This design comes from an exercise in tuning for small area on the open sky130 flow, not from production work.
Function was checked by simulation only, so behaviour that the tests miss may differ from the original.
Power is estimated from default activity; no workload was simulated.

## flow/constraint.sdc

```tcl
create_clock -name core_clock -period 10.0 [get_ports {clk}]
set_input_delay 2.0000 -clock core_clock [delete_from_list [all_inputs] [get_ports {clk}]]
set_output_delay 2.0000 -clock core_clock [all_outputs]
set_load 0.01 [all_outputs]
```

## flow/config.mk

```make
export PLATFORM = sky130hd
export DESIGN_NAME = NoC_flattened_butterfly
export DESIGN_NICKNAME = NoC_flattened_butterfly
export VERILOG_FILES = /design/flow/design.v
export SDC_FILE = /design/flow/constraint.sdc
export NUM_CORES = 8
export LEC_CHECK = 0
export CAP_MARGIN = 20
export CORE_MARGIN = 2
export CORE_UTILIZATION = 40
export SLEW_MARGIN = 20
```

## flow/design.v

```verilog
`timescale 1ns / 1ps
module fifo #(
    parameter DATA_W = 8,
    parameter DEPTH = 8
)(
    input clk,
    input rst,
    input wr_en,
    input rd_en,
    input [0:DATA_W-1] data_i,
    output empty,
    output almost_full,
    output [0:DATA_W-1] data_o
    );
localparam ADDR_W = $clog2(DEPTH);
reg [0:DATA_W-1] fifo_memory [0 : DEPTH-1];
reg [0:ADDR_W-1] wr_addr;
reg [0:ADDR_W-1] rd_addr;
wire [0:ADDR_W-1] wr_addr_plus_one, wr_addr_plus_two;
wire wr_valid, rd_valid, full;
assign wr_valid =(full) ? 0 : wr_en;
assign rd_valid =(empty) ? 0 : rd_en;
genvar i;
always@(posedge clk) begin
    if(rst) begin
        wr_addr <= 0;
        rd_addr <= 0;
    end
    else begin
        if(wr_valid) begin
            wr_addr <= wr_addr + 1; 
        end
        if(rd_valid) begin
            rd_addr <= rd_addr + 1;
        end
    end
end
generate begin
for(i = 0; i < DEPTH; i = i+1) begin
    always@(posedge clk)
        if(rst) begin
            fifo_memory[i] <= 0;        
        end
        else begin
            if((wr_addr == i) & (wr_valid)) begin
                fifo_memory[i] <= data_i;    
            end
        end
    end
end
endgenerate
assign data_o = fifo_memory[rd_addr];
assign empty = (wr_addr == rd_addr) ? 1:0;
assign wr_addr_plus_one = wr_addr + 1;
assign wr_addr_plus_two = wr_addr + 2;
assign full = (wr_addr_plus_one == rd_addr) ? 1:0;
assign almost_full = (wr_addr_plus_two == rd_addr) ? 1:full;
endmodule
`timescale 1ns / 1ps
module roundrobin_arbiter #(
    parameter INPORT = 5
)(
    input clk,
    input rst,
    input off_sig,
    input [0:INPORT-1] requests,
    output [0:INPORT-1] grants_out
    );
wire [0:INPORT-1] grants_raw, grants_masked, mask, requests_masked, grants;
reg [0:INPORT-1] grants_reg;
assign mask = ~((grants_reg - 1) | grants_reg );
assign requests_masked = requests & mask;
assign grants = (grants_masked == 0) ? grants_raw : grants_masked;
assign grants_out = (off_sig == 1'b1) ? 'd0 : grants;
always @ (posedge clk) begin
    if (rst) begin
        grants_reg <= 0;
    end
    else begin
        if(off_sig) begin
            grants_reg <= grants_reg;
        end
        else begin
            grants_reg <= grants;
        end
    end
end
assign grants_raw = requests & (-requests);
assign grants_masked = requests_masked & (-requests_masked);
endmodule
`timescale 1ns / 1ps
module route_compute #(
    parameter NODE_PER_ROW = 4,
    parameter NODE_PER_COL = 4,
    parameter DESTID_W = $clog2(NODE_PER_ROW*NODE_PER_ROW),
    parameter OUTPORT = NODE_PER_ROW + NODE_PER_COL -1,
    parameter curr_dim0 = 1,
    parameter curr_dim1 = 1
)(
    input valid,
    input [DESTID_W-1:0] dest_node,
    output reg [0:OUTPORT-1] request_vec
    );
localparam OUTPORT_IDX_W = $clog2(OUTPORT);
localparam DIM0_W = $clog2(NODE_PER_ROW);
localparam DIM1_W = $clog2(NODE_PER_COL);
wire [DIM0_W-1:0] dim0_idx;
wire [DIM1_W-1:0] dim1_idx;
reg [0: OUTPORT_IDX_W-1] outport_idx;
wire [0:OUTPORT-1] outport_onehot;
assign dim0_idx = dest_node[0 +: DIM0_W];
assign dim1_idx = dest_node[DIM0_W +: DIM1_W];
always@(*) begin
    if(dim0_idx < curr_dim0) begin
        outport_idx <= {{(OUTPORT_IDX_W - DIM0_W){1'b0}}, dim0_idx};  
    end
    else if (dim0_idx > curr_dim0) begin
        outport_idx <= {{(OUTPORT_IDX_W - DIM0_W){1'b0}}, (dim0_idx-1) };  
    end
    else begin
        if(dim1_idx < curr_dim1) begin
            outport_idx <= {{(OUTPORT_IDX_W - DIM1_W){1'b0}}, dim1_idx} + 2**DIM0_W - 1;  
        end
        else if (dim1_idx > curr_dim1) begin
            outport_idx <= {{(OUTPORT_IDX_W - DIM1_W){1'b0}}, dim1_idx} + 2**DIM0_W - 2;  
        end
        else begin
            outport_idx <= OUTPORT-1;  
        end
    end
end
always @ (*) begin
    if (~valid) begin
        request_vec <= 0;
    end
    else begin
        request_vec <= outport_onehot;
    end
end
to_onehot #(
    .IDX_W(OUTPORT_IDX_W),
    .OUTPORT(OUTPORT)
) to_onehot_inst (
    .idx_i(outport_idx),
    .onehot_o(outport_onehot)
    );
endmodule
module to_onehot #(
    parameter IDX_W = 3,
    parameter OUTPORT = 7
) (
    input [0:IDX_W-1] idx_i,
    output reg [0:OUTPORT-1] onehot_o
    );
genvar i;
for ( i=0; i<OUTPORT; i = i+1) begin
    always@(*)begin
        if(idx_i == i) begin
            onehot_o[i] <= 'b1;
        end
        else begin
            onehot_o[i] <= 'b0;
        end
    end
end
endmodule
`timescale 1ns / 1ps
module xbar #(
    parameter DATA_W = 8,
    parameter INPORT = 5,
    parameter OUTPORT = 5
) (
    input [0:OUTPORT*INPORT-1] select_array,
    input [0:INPORT*DATA_W-1] data_i_array,
    output [0:OUTPORT*DATA_W-1] data_o_array
    );
genvar i;
for (i = 0; i < OUTPORT; i = i+1) begin
    MUX #(
        .DATA_W(DATA_W),
        .INPORT(INPORT),
        .OUTPORT(OUTPORT)
    ) MUX_inst(
        .select(select_array[i*INPORT +: INPORT]), 
        .data_i(data_i_array), 
        .data_o(data_o_array[i*DATA_W +: DATA_W])
        );
end
endmodule
module MUX #(
    parameter DATA_W = 8,
    parameter INPORT = 5,
    parameter OUTPORT = 5
) (
    input [0:INPORT-1] select,
    input [0:INPORT*DATA_W-1] data_i,
    output reg [0:DATA_W-1] data_o
    );
integer i;
always @ (*) begin
    data_o = 'd0;
    for(i = 0; i < INPORT; i = i+1) begin
        if (select[i]) begin
            data_o = data_i[i*DATA_W +: DATA_W];
        end
    end
end
endmodule
`timescale 1ns / 1ps
module router #(
    parameter DATA_W = 8,
    parameter FIFO_DEPTH = 8,
    parameter NODE_PER_ROW = 4,
    parameter NODE_PER_COL = 4,
    parameter INPORT = 7,  
    parameter OUTPORT = 7,  
    parameter curr_dim0 = 0,
    parameter curr_dim1 = 0
) (
    input clk,
    input rst,
    input [0:INPORT-1] valid_i,
    input [0:INPORT*DATA_W-1] data_i,
    input [0:OUTPORT-1] off_sigs_i,
    output reg [0:OUTPORT-1] valid_o,
    output [0:OUTPORT*DATA_W-1] data_o,
    output [0:INPORT-1] off_sigs_o
    );
localparam DIM0_W = $clog2(NODE_PER_ROW);
localparam DIM1_W = $clog2(NODE_PER_COL);
wire [0:INPORT*DATA_W-1] fifo_o;
reg [0:INPORT-1] rd_en;
wire [0:INPORT-1] fifo_invalid;
wire [0:INPORT*OUTPORT-1] request_inport;
wire [0:OUTPORT*INPORT-1] request_outport, grant_outport;
genvar v, w;
integer i, j;
always@(*) begin
    for(i = 0; i<INPORT; i=i+1) begin
        rd_en[i] = 'd0;
        for(j = 0; j<OUTPORT; j=j+1) begin
            rd_en[i] = rd_en[i] | grant_outport[j*INPORT+i];
        end
    end
end
always@(*) begin
    for(i = 0; i<OUTPORT; i=i+1) begin
        valid_o[i] = 'd0;
        for(j = 0; j<INPORT; j=j+1) begin
            valid_o[i] = valid_o[i] | grant_outport[i*INPORT+j];
        end
    end
end
for(v = 0; v<OUTPORT; v=v+1) begin
    for(w = 0; w<INPORT; w=w+1) begin
        assign request_outport[INPORT*v + w] = request_inport[OUTPORT*w + v];
    end
end    
for(v = 0; v<INPORT; v=v+1) begin
    fifo #( .DATA_W(DATA_W), .DEPTH(FIFO_DEPTH)
    ) fifo_inst ( .clk(clk), .rst(rst),
        .wr_en(valid_i[v]),
        .rd_en(rd_en[v]),
        .data_i(data_i[DATA_W*v +: DATA_W]),
        .empty(fifo_invalid[v]),
        .almost_full(off_sigs_o[v]),
        .data_o(fifo_o[DATA_W*v +: DATA_W])
        );
end
for(v = 0; v<INPORT; v=v+1) begin
    route_compute #( 
        .NODE_PER_ROW(NODE_PER_ROW), .NODE_PER_COL(NODE_PER_COL),
        .curr_dim0(curr_dim0), .curr_dim1(curr_dim1)
    ) route_compute_inst (
        .valid(~fifo_invalid[v]),
        .dest_node(fifo_o[DATA_W*v +: DIM0_W+DIM1_W]), 
        .request_vec(request_inport[OUTPORT*v +: OUTPORT])
        );
end
for(v = 0; v<OUTPORT; v=v+1) begin
    roundrobin_arbiter #(
        .INPORT(INPORT)
    ) rr_arbiter_inst ( .clk(clk), .rst(rst),
        .off_sig(off_sigs_i[v]),
        .requests(request_outport[v*INPORT +: INPORT]),
        .grants_out(grant_outport[v*INPORT +: INPORT])
        );
end
xbar #( .DATA_W(DATA_W),
        .INPORT(INPORT),
        .OUTPORT(OUTPORT)
) xbar_inst (
    .select_array(grant_outport),
    .data_i_array(fifo_o),
    .data_o_array(data_o)
    );
endmodule
`timescale 1ns / 1ps
module NoC_flattened_butterfly #(
    parameter DATA_W = 8,
    parameter FIFO_DEPTH = 8,
    parameter NODE_PER_ROW = 4,
    parameter NODE_PER_COL = 4
) (
    input clk,
    input rst,
    input [0:NODE_PER_ROW*NODE_PER_COL-1] valid_i_NoC,
    input [0:DATA_W*NODE_PER_ROW*NODE_PER_COL-1] data_i_NoC,
    input [0:NODE_PER_ROW*NODE_PER_COL-1] off_sigs_i_NoC,
    output [0:NODE_PER_ROW*NODE_PER_COL-1] valid_o_NoC,
    output [0:DATA_W*NODE_PER_ROW*NODE_PER_COL-1] data_o_NoC,
    output [0:NODE_PER_ROW*NODE_PER_COL-1] off_sigs_o_NoC
    );
localparam INPORT = NODE_PER_ROW + NODE_PER_COL -1;  
localparam OUTPORT = NODE_PER_ROW + NODE_PER_COL -1;  
localparam L_I = INPORT - 1;  
localparam L_O = OUTPORT - 1;  
localparam TOTAL_NODES = NODE_PER_ROW*NODE_PER_COL;
genvar i, j, k, m, n;
wire[0:INPORT-1] valid_i[0:TOTAL_NODES-1];
wire[0:INPORT*DATA_W-1] data_i[0:TOTAL_NODES-1];
wire[0:OUTPORT-1] off_sigs_i[0:TOTAL_NODES-1];
wire[0:OUTPORT-1] valid_o[0:TOTAL_NODES-1];
wire[0:OUTPORT*DATA_W-1] data_o[0:TOTAL_NODES-1];
wire[0:INPORT-1] off_sigs_o[0:TOTAL_NODES-1];
for (i = 0; i < TOTAL_NODES; i = i+1) begin
    assign off_sigs_i[i][L_O] = off_sigs_i_NoC[i];
    assign valid_i[i][L_I] = valid_i_NoC[i];
    assign data_i[i][L_I*DATA_W +: DATA_W] = data_i_NoC[DATA_W*i +: DATA_W];
    assign off_sigs_o_NoC[i] = off_sigs_o[i][L_I];
    assign valid_o_NoC[i] = valid_o[i][L_O];
    assign data_o_NoC[DATA_W*i +: DATA_W] = data_o[i][L_O*DATA_W +: DATA_W];
end
for (j = 0; j < NODE_PER_COL; j = j+1) begin
    for (i = 0; i < NODE_PER_ROW; i = i+1) begin  
        for (k = 0; k < NODE_PER_ROW; k = k+1) begin  
            if (k < i) begin
                localparam i_idx = k;
                localparam o_idx = i - 1;
                assign off_sigs_i[j*NODE_PER_ROW+i][i_idx] = off_sigs_o[j*NODE_PER_ROW+k][o_idx];
                assign valid_i[j*NODE_PER_ROW+i][i_idx] = valid_o[j*NODE_PER_ROW+k][o_idx];
                assign data_i[j*NODE_PER_ROW+i][i_idx*DATA_W +: DATA_W] = data_o[j*NODE_PER_ROW+k][o_idx*DATA_W +: DATA_W];
            end
            else if (k > i) begin
                localparam i_idx = k - 1;
                localparam o_idx = i;
                assign off_sigs_i[j*NODE_PER_ROW+i][i_idx] = off_sigs_o[j*NODE_PER_ROW+k][o_idx];
                assign valid_i[j*NODE_PER_ROW+i][i_idx] = valid_o[j*NODE_PER_ROW+k][o_idx];
                assign data_i[j*NODE_PER_ROW+i][i_idx*DATA_W +: DATA_W] = data_o[j*NODE_PER_ROW+k][o_idx*DATA_W +: DATA_W];
            end
        end
        for (k = 0; k < NODE_PER_COL; k = k+1) begin  
            if (k < j) begin
                localparam i_idx = k + NODE_PER_ROW - 1;
                localparam o_idx = j + NODE_PER_ROW - 2;
                assign off_sigs_i[j*NODE_PER_ROW+i][i_idx] = off_sigs_o[k*NODE_PER_ROW+i][o_idx];
                assign valid_i[j*NODE_PER_ROW+i][i_idx] = valid_o[k*NODE_PER_ROW+i][o_idx];
                assign data_i[j*NODE_PER_ROW+i][i_idx*DATA_W +: DATA_W] = data_o[k*NODE_PER_ROW+i][o_idx*DATA_W +: DATA_W];
            end
            else if (k > j) begin
                localparam i_idx = k + NODE_PER_ROW - 2;
                localparam o_idx = j + NODE_PER_ROW - 1;
                assign off_sigs_i[j*NODE_PER_ROW+i][i_idx] = off_sigs_o[k*NODE_PER_ROW+i][o_idx];
                assign valid_i[j*NODE_PER_ROW+i][i_idx] = valid_o[k*NODE_PER_ROW+i][o_idx];
                assign data_i[j*NODE_PER_ROW+i][i_idx*DATA_W +: DATA_W] = data_o[k*NODE_PER_ROW+i][o_idx*DATA_W +: DATA_W];
            end
        end
    end
end
for (j = 0; j < NODE_PER_COL; j = j+1) begin
    for (i = 0; i < NODE_PER_ROW; i = i+1) begin
        router #( 
            .DATA_W(DATA_W),
            .FIFO_DEPTH(FIFO_DEPTH),
            .NODE_PER_ROW(NODE_PER_ROW),
            .NODE_PER_COL(NODE_PER_COL),
            .INPORT(INPORT),
            .OUTPORT(OUTPORT),
            .curr_dim0(i), .curr_dim1(j)
        ) router_inst
            ( .clk(clk), .rst(rst),
            .valid_i(valid_i[j*NODE_PER_ROW+i]), 
            .data_i(data_i[j*NODE_PER_ROW+i]), 
            .off_sigs_i(off_sigs_i[j*NODE_PER_ROW+i]),
            .valid_o(valid_o[j*NODE_PER_ROW+i]), 
            .data_o(data_o[j*NODE_PER_ROW+i]), 
            .off_sigs_o(off_sigs_o[j*NODE_PER_ROW+i])
            );
    end
end
endmodule
```

## flow/run.sh

```bash
#!/bin/bash
# synth_recipe.tcl (not shown) runs the flow's synth.tcl, then flattens the netlist and writes it again
# the make line also repeats each setting of config.mk as NAME=value (left out here)
make -C /OpenROAD-flow-scripts/flow DESIGN_CONFIG=/design/flow/config.mk WORK_HOME=/design/flow/orfs CLKGATE_MAP_FILE= SYNTH_SCRIPT=/design/flow/synth_recipe.tcl finish
```

==> key figures <==
Run status
  – Status: no timing/DRC/antenna violations

Die
  – Die area: 1,120,000 µm²
  – Row cnt: 387
  – Die Span Y: between 1000 and 1500 µm
  – Io pins: 322
  – Die Wd: about 1100 µm
  – Core box area: 1,110,000 µm²
  – Starting Density: 40.1%

Power and ir drop
  – VDD IR max: around 590 µV
  – P per Cell Area: 360 nW/µm²
  – Leakage power: 184 nW

Layout
  – Layout cells sized above 1: 8.78%
  – Register area: 173,000 µm²
  – Area of the multi-input gates: 255,000 µm²
  – Synthesis-to-finish area growth: 12.4%
  – Fill cells: 110,267
  – Final Non-Filler Cells: about 70,000
  – Final #Nets: between 50,000 and 60,000
  – Max reg flops: 7,168

Synth
  – Syn avg cell area: just over 8 µm²
  – XOR/XNOR Fraction of Synth Area: 1.48%
  – Adder-Cell Fraction of Synth Area: 4.33%
  – Post-Synthesis Cells: 53,888
  – Yosys cell types: 139
  – Register area share after synthesis: between 30% and 40%
  – Synth Flop Type: dfxtp_1
  – Synth Area in Compound Gates: roughly a quarter
  – Top cell type's share of synthesized area: 38.7%
  – Syn. warnings: 38
  – Largest cells by area after synthesis: dfxtp_1, nor2_1, a21oi_1
  – Post-synth top area cell: dfxtp_1
  – Multiplexer share of the synthesized area: 5.18%
  – Largest family of logic cells by synthesized area: compound AO/OA/AOI/OAI gates
  – Post-synth EDFFs: 0
  – Synth Register Bits: 8,624
  – Asr flop ratio synth: 0%
  – Synth Cell Area: 446,000 µm²
  – Post-synthesis simple-gate area fraction: 20.5%

Global route
  – GRT overflow: 0
  – Global-route wire length before repair: approximately 2,700,000 µm
  – Vias in the first global route: 393,614
  – Gr usage total: between 30% and 40%
  – Met1 Use GR: a little over two fifths
  – M2 GR Usage: between 40 and 50%
  – Initial antenna violation count: 84
  – Gr busiest metal: met2
  – Global Route met3 Usage: roughly 7%
  – Largest net degree at the start of global routing: 192

Routing
  – DRC viols: 0
  – Wirelength per Cell: 27.5 µm
  – Routed WL: 1,890,000 µm
  – Detailed Route Iter0 Violations: 54,245
  – Detail Route Antenna Nets: 0
  – Vias: 427,674
  – Number of vias per cell: 6.23
  – TritonRoute pass-1 iters: 14

Hold path
  – Min-delay worst type: reg -> reg
  – Hold Path Cell Cnt: 2

STA
  – Maximum achievable frequency: between 0.1 and 0.15 GHz
  – Final hold vios: 0
  – Final Critical Period: 9.84 ns
  – Final slew viol count: 0
  – Final period util: a little over nine tenths
  – Slew @ Worst Pin: 1.36 ns
  – Endpoints failing setup: 0
  – WHS: 0.432 ns
  – Max-slew headroom: 8.52%
  – Worst Skew: 0.150 ns

Worst setup path
  – WP data required: 8.00 ns
  – Crit end category: primary output
  – Register-to-register setup slack: 1.96 ns
  – CP max-delay cell: o211ai_1
  – Startpoint type of the worst setup path: flip-flop
  – Crit path top cell by count: ha_1
  – Crit-path cells: ha_1 > ha_1 > or4_4 > or2_1 > o22ai_4 > inv_2 > ha_1 > or4_4 > o21a_1 > nand4_1 > o22ai_1 > o21a_1 > or3_1 > or3_4 > o211ai_1 > clkdlybuf4s50_1
  – CP Max Fanout: 13
  – CP bufs+invs: 2
  – Top Family by Delay on Critical Path: simple AND/OR/NAND/NOR gates
  – Max incr delay on CP: between 0.8 and 0.9 ns
  – Cells on worst reg2reg path: 21
  – Setup CP Type: reg -> out
  – Critical path arrival: 7.84 ns

Placed design
  – Port Buffers: 298
  – Dpl hpwl: 1,410,000 µm
  – Placed Instances: 66,798
  – GP Congestion: 1.05

Clocking
  – Clock buffer count from CTS: roughly 940
  – Clk slew on worst S/H paths: 0.06 ns
  – CTS tree: built
  – Clock Sinks: ~8,600
  – Root Buffer: clkbuf_16
  – H-tree depth reported by CTS: 6
  – Clock Latency Late Sink: about 1.3 ns
  – CTS max path bufs: 5

Run
  – Maxcap violations: 0
per-layer routing:
metal / routed length (µm) / vias up / share of wire [%]
met3: 173000 / 4152 / 9.2
met5: 296 / - / 0.016
li1: - / 198052 / -
met2: 792000 / 18849 / 42
met4: 118000 / 40 / 6.2
met1: 806000 / 206581 / 43
what timing repair did:
item                                    CTS  global route
hold buffers                              0             0
pin swaps                                 0             4
buffers inserted                          0             7
endpoints found under the setup margin   17            75
resized for setup                        13            58
power by group:
part | leakage (nW) | switching [mW] | internal [mW] | total [mW]
combinational | 97.9 | 75.1 | 27.4 | 102
sequential | 69.6 | 3.06 | 37.4 | 40.5
clock | 16.2 | 15.6 | 21.9 | 37.5
synth_stat cells, drive strengths merged, types with 408 or more instances:
library cell and n:
a221oi 914, buf 787, a21oi 4140, nand3 2821, a22o 679, ha 1544, inv 1638, or3 408
a31oi 584, dfxtp 8624, a211oi 1097, xnor2 580, nor3 1098, a22oi 897, mux2i 1874, o211ai 438
a222oi 671, o22ai 875, nor4 428, nor2b 487, and3 829, o21ai 2632, and2 671, nor2 5572
clkbuf 2946, nand2 4572, nand4 472
worst max-delay path by stage:
stage	startpoint	to	slack (ns)	depth (start not counted)
2_1_floorplan	flip-flop	data_o_NoC[84]	2.24	23
3_3_place_gp	flip-flop	data_o_NoC[49]	1.06	21
3_5_place_dp	flip-flop	data_o_NoC[23]	1.04	17
4_1_cts	flip-flop	data_o_NoC[116]	0.01	16
5_1_grt	flip-flop	data_o_NoC[23]	-0.04	18
6_report	flip-flop	data_o_NoC[116]	0.16	16
cells in the final DEF (no fill, tap or decap), drive strengths merged, types with 264 or more instances in the layout:
cell,n
a211oi,1097
a21oi,4140
a221oi,914
a222oi,671
a22o,679
a22oi,897
a31oi,584
and2,671
and3,829
buf,1561
clkbuf,1293
clkdlybuf4s50,297
clkinv,264
dfxtp,8624
ha,1544
inv,1676
mux2,387
mux2i,1874
nand2,4572
nand2b,322
nand3,2821
nand4,472
nor2,5572
nor2b,487
nor3,1098
nor3b,286
nor4,428
o211ai,438
o21a,331
o21ai,2632
o221ai,338
o22ai,875
o32ai,264
or2,275
or3,408
xnor2,580
layout make-up:
class / count / area share, %
well taps: 14782 / 3.69
clock buffers: 1288 / 5.37
repair buffers: 1863 / 3.04
inverters: 1670 / 1.25
diodes: 40 / 0.0200
multi-input cells: 39883 / 50.9
flip-flops and latches: 8624 / 34.4
clock inverters: 448 / 1.27
cells by family after synthesis:
kind of cell / after synthesis
xor gates and xnor gates: 755
AOI/OAI and AO/OA: 16238
muxes: 2261
and+or+nand+nor: 19062
DFF: 8624
other: 1
adders and majority gates: 1544
buffers and inverters: 5403
stage by stage:
stage               setup slack, ns  TNS (ns)  cell area, µm²  util (%)  power [mW]
finish                        0.155         0          501000      45.1         180
global route                -0.0380   -0.0380          501000      45.1         187
CTS                          0.0141         0          501000      45.1         177
detailed placement             1.04         0          467000      42.1         139
global placement               1.06         0          467000      42.1         140
floorplan                      2.24         0          446000         -        95.0
worst min-delay path: stages (launching register included):
cell     delay, ns
dfxtp_1       0.31
nand2_1       0.05
a21oi_1       0.03

what the ideal ports hide:
No port has a modelled driver above. Below, the same layout with a new extraction and two added sets of constraints.
Step 1 (the two cells are an assumption about what drives the block):
set clk [get_ports {clk}]
set_driving_cell -lib_cell sky130_fd_sc_hd__clkbuf_16 $clk
set_driving_cell -lib_cell sky130_fd_sc_hd__buf_2 [delete_from_list [all_inputs] $clk]
Step 2 times the ports against the registers' clock, not the clock port: input delays grow and output delays shrink by t, the midpoint of the rising clock arrivals with the driver on.
Three values: ideal, step 1, step 2; two values: the first two.
t (ns): 1.341
setup WS [ns]: 0.155 / -0.012 / 1.329
worst hold slack (ns): 0.432 / 0.432 / 0.432
latest minus earliest clock arrival (ns): 0.154 / 0.154
After both steps setup and hold are still met in this run. For this run, drivers alone change the setup slack by -0.167 ns; drivers and shift together by +1.174 ns.
